Context: an optimization exercise on an open-source flow, tuned for small area and a short achievable clock period. The choices shown serve that exercise and are no tape-out recipe.
The RTL was checked by simulation tests, not by an equivalence proof against the original design.
Power is estimated from default activity; no workload was simulated.

// ALU
module ALU(
    input  [13:0] instruction,
    input  wire [19:0] A, B,
    input  cin, clk, rst,
    output reg [19:0] result,
    output wire [19:0] SX_flags,
    output wire reset,
    output reg carry_out,
    output wire halfword,
    output reg inc
);
export LEC_CHECK = 0
export CAP_MARGIN = 20
export CORE_MARGIN = 2
export CORE_UTILIZATION = 40
export SETUP_SLACK_MARGIN = 2.5
export SLEW_MARGIN = 20
export TNS_END_PERCENT = 5
create_clock -name core_clock -period 6.0 [get_ports {clk}]
standard.sh (not shown) runs the stock make flow with config.mk's settings and CLKGATE_MAP_FILE= SYNTH_SCRIPT=/design/flow/synth_recipe.tcl, a recipe that flattens the netlist after the stock synthesis.
==> flow/flow/run.sh <==
#!/bin/bash
# Layout: the standard flow (standard.sh) with
#  - its own synthesis script (flow/my_synth.tcl: same as synth_recipe.tcl, but
#    ABC maps with flow/abc.script, a delay-targeted mapping, and no full/half
#    adder cells are extracted),
#  - small port buffers (buf_1) instead of the default delay-cell buffers,
#    resized after global placement for the load each input port drives
#    (flow/post_gpl.tcl); every input and output port keeps its own buffer,
#  - one tie cell for the constant outputs.
set -uo pipefail
HERE=$(pwd)
bash standard.sh SYNTH_SCRIPT=$HERE/flow/my_synth.tcl ADDER_MAP_FILE= \
  "BUFFER_PORTS_ARGS=-buffer_cell sky130_fd_sc_hd__buf_1" \
  POST_GLOBAL_PLACE_TCL=$HERE/flow/post_gpl.tcl \
  SKIP_REPAIR_TIE_FANOUT=1 finish > flow_standard.log 2>&1
==> flow/flow/abc.script <==
strash
dch -f
map -D 1500 -B 0.5
topo
buffer -c
upsize -D 1500
dnsize -D 1500
==> flow/flow/my_synth.tcl <==
# The standard flow's synthesis script (synth_recipe.tcl), except that ABC maps with
# abc.script beside this file (delay-targeted mapping) instead of ORFS's
# speed script. Registers are mapped exactly as in the standard synthesis.
set ::my_flow_dir [file dirname [file normalize [info script]]]
proc synth {args} { yosys synth -nofsm -noshare {*}$args }
proc abc {args} {
  set out {}
  set skip 0
  foreach a $args {
    if {$skip} { set skip 0; continue }
    if {$a eq "-script" || $a eq "-D"} { set skip 1; continue }
    lappend out $a
  }
  lappend out -script [file join $::my_flow_dir abc.script]
  puts "abc with [file join $::my_flow_dir abc.script]"
  yosys abc {*}$out
}
source $::env(SCRIPTS_DIR)/synth.tcl
# left out here: clear keep_hierarchy, flatten, clean up, hide names made inside functions, write 1_2_yosys.v
==> flow/flow/post_gpl.tcl <==
# Size each input port's buffer for the load it drives (buffer_ports puts the
# same small buffer on every port). Every port keeps exactly one buffer.
foreach inst [get_cells input*] {
  set master [get_property $inst ref_name]
  if {![string match "sky130_fd_sc_hd__buf_*" $master]} continue
  set net [get_nets -of_objects [get_pins [get_full_name $inst]/X]]
  set fo [llength [get_pins -of_objects $net -filter "direction == input"]]
  if {$fo >= 10} {
    set cell sky130_fd_sc_hd__buf_4
  } elseif {$fo >= 5} {
    set cell sky130_fd_sc_hd__buf_2
  } else {
    continue
  }
  puts "port buffer [get_full_name $inst]: fanout $fo, $master -> $cell"
  replace_cell [get_full_name $inst] $cell
}
The baseline passed the timing, DRC and antenna checks.
Next try:
- CTS_BUF_LIST: not set -> sky130_fd_sc_hd__clkbuf_8
- TNS_END_PERCENT: 5 -> 20
=> Power falls by 5.0%; sequential cell count stays the same; wire length falls by 0.98%.

* * *

Setup of v37:
Another version of the RTL of ALU (not shown whole).
Size: roughly 25 flip-flops, roughly 100 I/O pins.
// ALU
module ALU(
    input  [13:0] instruction,
    input  wire [19:0] A, B,
    input  cin, clk, rst,
    output reg [19:0] result,
    output wire [19:0] SX_flags,
    output wire reset,
    output reg carry_out,
    output wire halfword,
    output reg inc
);
assign halfword = 1'b0;
assign reset    = 1'b0;
reg sx0, sx1, sx12;
assign SX_flags = {7'b0, sx12, 10'b0, sx1, sx0};
wire [13:0] I = instruction;
reg keep, e_sum, e_p, e_g, e_sh, e_ls;
always @* begin
    keep = 1'b0; e_sum = 1'b0; e_p = 1'b0; e_g = 1'b0; e_sh = 1'b0; e_ls = 1'b0;
    case (I)
    14'h000, 14'h015, 14'h029, 14'h03E, 14'h053, 14'h068,
    14'h1E2, 14'h1F7, 14'h20C, 14'h221, 14'h236,
    14'h24B, 14'h260, 14'h275, 14'h28A, 14'h29F, 14'h2B4,
    14'h2C9, 14'h2DE: keep = 1'b1;
    14'h092: begin keep = ~sx12; e_p = sx12; end            
    14'h07D: e_ls = 1'b1;                                    
    14'h0A7, 14'h0E6, 14'h1A3: e_p = 1'b1;                   
    14'h0D1: begin e_p = 1'b1; e_g = 1'b1; end               
    14'h0BC: e_g = 1'b1;                                     
    14'h0FB, 14'h110, 14'h125, 14'h13A: e_sh = 1'b1;         
    14'h164, 14'h179, 14'h18E, 14'h1B8, 14'h1CD: e_sum = 1'b1;
    default: ;
    endcase
end
wire d_trap = (I == 14'h000);
wire d_jmp  = (I == 14'h029);
wire d_eq   = (I == 14'h1E2);
wire d_gt   = (I == 14'h1F7);
wire d_lt   = (I == 14'h20C);
wire d_get  = (I == 14'h221);
wire d_let  = (I == 14'h236);
wire d_cy   = (I == 14'h1A3) | (I == 14'h1CD);    
wire useB = (~I[0] & I[1] & I[2]) | (~I[1] & ~I[8]) | (I[7] & I[8]);
wire invX = (I[0] & I[2]) | (~I[2] & I[3]) | (~I[0] & ~I[2] & ~I[4]) | (I[9]);
wire c0 = (~I[0] & ~I[1]) | (~I[3]) | (I[0] & ~I[5] & ~cin);
wire xstat = (~I[0] & ~I[2] & ~I[8]);
wire addc = (~I[2] & ~I[4]);
wire left = (~I[0]);
wire rot = (I[5] & ~I[6]);
wire subc = (~I[1]);
wire [19:0] X = ({20{useB}} & B) ^ {20{invX}};
wire [19:0] p = A ^ X;
wire [19:0] g = A & X;
wire [20:0] pg0 = {g, c0};
wire [20:0] pp0 = {p, 1'b0};
wire [20:0] pg1, pp1, pg2, pp2, pg3, pp3, pg4, pp4, pg5, pp5;
genvar k;
  ...
Settings: LEC_CHECK=0, CAP_MARGIN=20, CORE_MARGIN=2, CORE_UTILIZATION=40, GPL_TIMING_DRIVEN=0, SETUP_SLACK_MARGIN=1.5, SLEW_MARGIN=20; clock period 6.0 ns.
==> flow/flow/run.sh <==
#!/bin/bash
# Layout: the standard flow (standard.sh) with
#  - its own synthesis script (flow/my_synth.tcl: same as synth_recipe.tcl, but
#    ABC maps with flow/abc.script, a delay-targeted mapping, and no full/half
#    adder cells are extracted), and
#  - small port buffers (buf_1) instead of the default delay-cell buffers;
#    every input and output port still gets its own buffer.
set -uo pipefail
HERE=$(pwd)
bash standard.sh SYNTH_SCRIPT=$HERE/flow/my_synth.tcl ADDER_MAP_FILE= \
  "BUFFER_PORTS_ARGS=-buffer_cell sky130_fd_sc_hd__buf_1" finish > flow_standard.log 2>&1
==> flow/flow/abc.script <==
strash
dch -f
map -D 1000
topo
buffer -c
upsize -D 1000
dnsize -D 1000
Scripts as last shown in full above: flow/flow/my_synth.tcl
Modified inputs, v57 compared to v37
Settings: TNS_END_PERCENT now 20, previously not set; GPL_TIMING_DRIVEN no longer set, was 0; SETUP_SLACK_MARGIN now 2.4, was 1.5.
==> flow/flow/run.sh <==
#!/bin/bash
# Layout: the standard flow (standard.sh) with
#  - its own synthesis script (flow/my_synth.tcl: same as synth_recipe.tcl, but
#    ABC maps with flow/abc.script, a delay-targeted mapping, and no full/half
#    adder cells are extracted),
#  - small port buffers (buf_1) instead of the default delay-cell buffers,
#    resized after global placement for the load each input port drives
#    (flow/post_gpl.tcl); every input and output port keeps its own buffer,
#  - one tie cell for the constant outputs.
set -uo pipefail
HERE=$(pwd)
bash standard.sh SYNTH_SCRIPT=$HERE/flow/my_synth.tcl ADDER_MAP_FILE= \
  "BUFFER_PORTS_ARGS=-buffer_cell sky130_fd_sc_hd__buf_1" \
  POST_GLOBAL_PLACE_TCL=$HERE/flow/post_gpl.tcl \
  SKIP_REPAIR_TIE_FANOUT=1 finish > flow_standard.log 2>&1
==> flow/flow/abc.script <==
strash
dch -f
map -D 1500 -B 0.5
topo
buffer -c
upsize -D 1500
dnsize -D 1500
==> flow/flow/post_gpl.tcl (new file) <==
# Size each input port's buffer for the load it drives (buffer_ports puts the
# same small buffer on every port). Every port keeps exactly one buffer.
foreach inst [get_cells input*] {
  set master [get_property $inst ref_name]
  if {![string match "sky130_fd_sc_hd__buf_*" $master]} continue
  set net [get_nets -of_objects [get_pins [get_full_name $inst]/X]]
  set fo [llength [get_pins -of_objects $net -filter "direction == input"]]
  if {$fo >= 10} {
    set cell sky130_fd_sc_hd__buf_4
  } elseif {$fo >= 5} {
    set cell sky130_fd_sc_hd__buf_2
  } else {
    continue
  }
  puts "port buffer [get_full_name $inst]: fanout $fo, $master -> $cell"
  replace_cell [get_full_name $inst] $cell
}
## What came out
Delta (v57 minus v37): flip-flop and latch count essentially unchanged, critical path depth up 4, fraction of power spent switching nets saw a decrease, multi-input combinational cell count fell by 27. As far as clock network area share is concerned, v57 and v37 perform about the same.
For v56, these inputs were changed with respect to v57:
Settings: CORE_UTILIZATION changed from 40 to 50.
==> flow/flow/run.sh <==
#!/bin/bash
# Layout: the standard flow (standard.sh) with
#  - its own synthesis script (flow/my_synth.tcl: same as synth_recipe.tcl, but
#    ABC maps with flow/abc.script, a delay-targeted mapping, and no full/half
#    adder cells are extracted), and
#  - small port buffers (buf_1) instead of the default delay-cell buffers;
#    every input and output port still gets its own buffer.
set -uo pipefail
HERE=$(pwd)
bash standard.sh SYNTH_SCRIPT=$HERE/flow/my_synth.tcl ADDER_MAP_FILE= \
  "BUFFER_PORTS_ARGS=-buffer_cell sky130_fd_sc_hd__buf_1" SKIP_REPAIR_TIE_FANOUT=1 finish > flow_standard.log 2>&1
==> flow/flow/abc.script <==
strash
dch -f
map -D 1000
topo
buffer -c
upsize -D 1000
dnsize -D 1000
removed: flow/flow/post_gpl.tcl
Results
- Having completed the whole flow, v56 delivered a layout that passed the timing, DRC and antenna checks.
- Layout-stage area growth over the synthesis result delta for v56 relative to v57: 2.3 points higher
- Clock distribution power (v56 vs. v57) decreases by more than a quarter
- v56 against v57: share of the yosys chip area belonging to registers down 0.28 points, share of the final layout cell area in multi-input gates went up, instance count after placement with tap cells included saw a decrease, cell area after synthesis now sits higher, proportion of cell area spent on the clock network down 0.54 points.
- v56 ended with less internal power contribution than v57.
- v56 vs. v57: overall power went up by 1.3%; share of cell area taken by flip-flops and latches went down by 0.46 points.

-- static timing again, ports no longer ideal --
Ports are ideal in the flow. The routed layouts listed here were re-timed in OpenROAD.
Step 1, drivers: a clkbuf_16 drives clk and a buf_2 each remaining input, both assumed.
Step 2 moves the port delays by t, midway between the first and last clock arrival at a register: inputs arrive t later, outputs are due t later. That takes back most of the time a late clock gives input paths.
Slacks: no drivers / after step 1 / after step 2; pairs: no drivers / after step 1.
run	t, ns	setup slack, ns	worst hold slack (ns)	clock arrival spread, ns	worst slew at a driven data input, ns
the first run of note 1	0.307	2.552 / 2.544 / 2.236	0.472 / 0.472 / 0.472	0.004 / 0.003	0.04
the second run of note 1	0.324	2.562 / 2.550 / 2.226	0.479 / 0.479 / 0.479	0.014 / 0.013	0.04
v37	0.314	1.868 / 1.873 / 1.560	0.466 / 0.466 / 0.466	0.005 / 0.005	0.04
v57	0.297	2.503 / 2.516 / 2.218	0.467 / 0.467 / 0.467	0.009 / 0.009	0.03
v56	0.309	2.365 / 2.369 / 2.059	0.483 / 0.483 / 0.483	0.009 / 0.009	0.04
After both steps setup and hold are still met in every run listed. For the second run of note 1, which loses most, drivers alone change the setup slack by -0.012 ns; drivers and shift together by -0.336 ns.
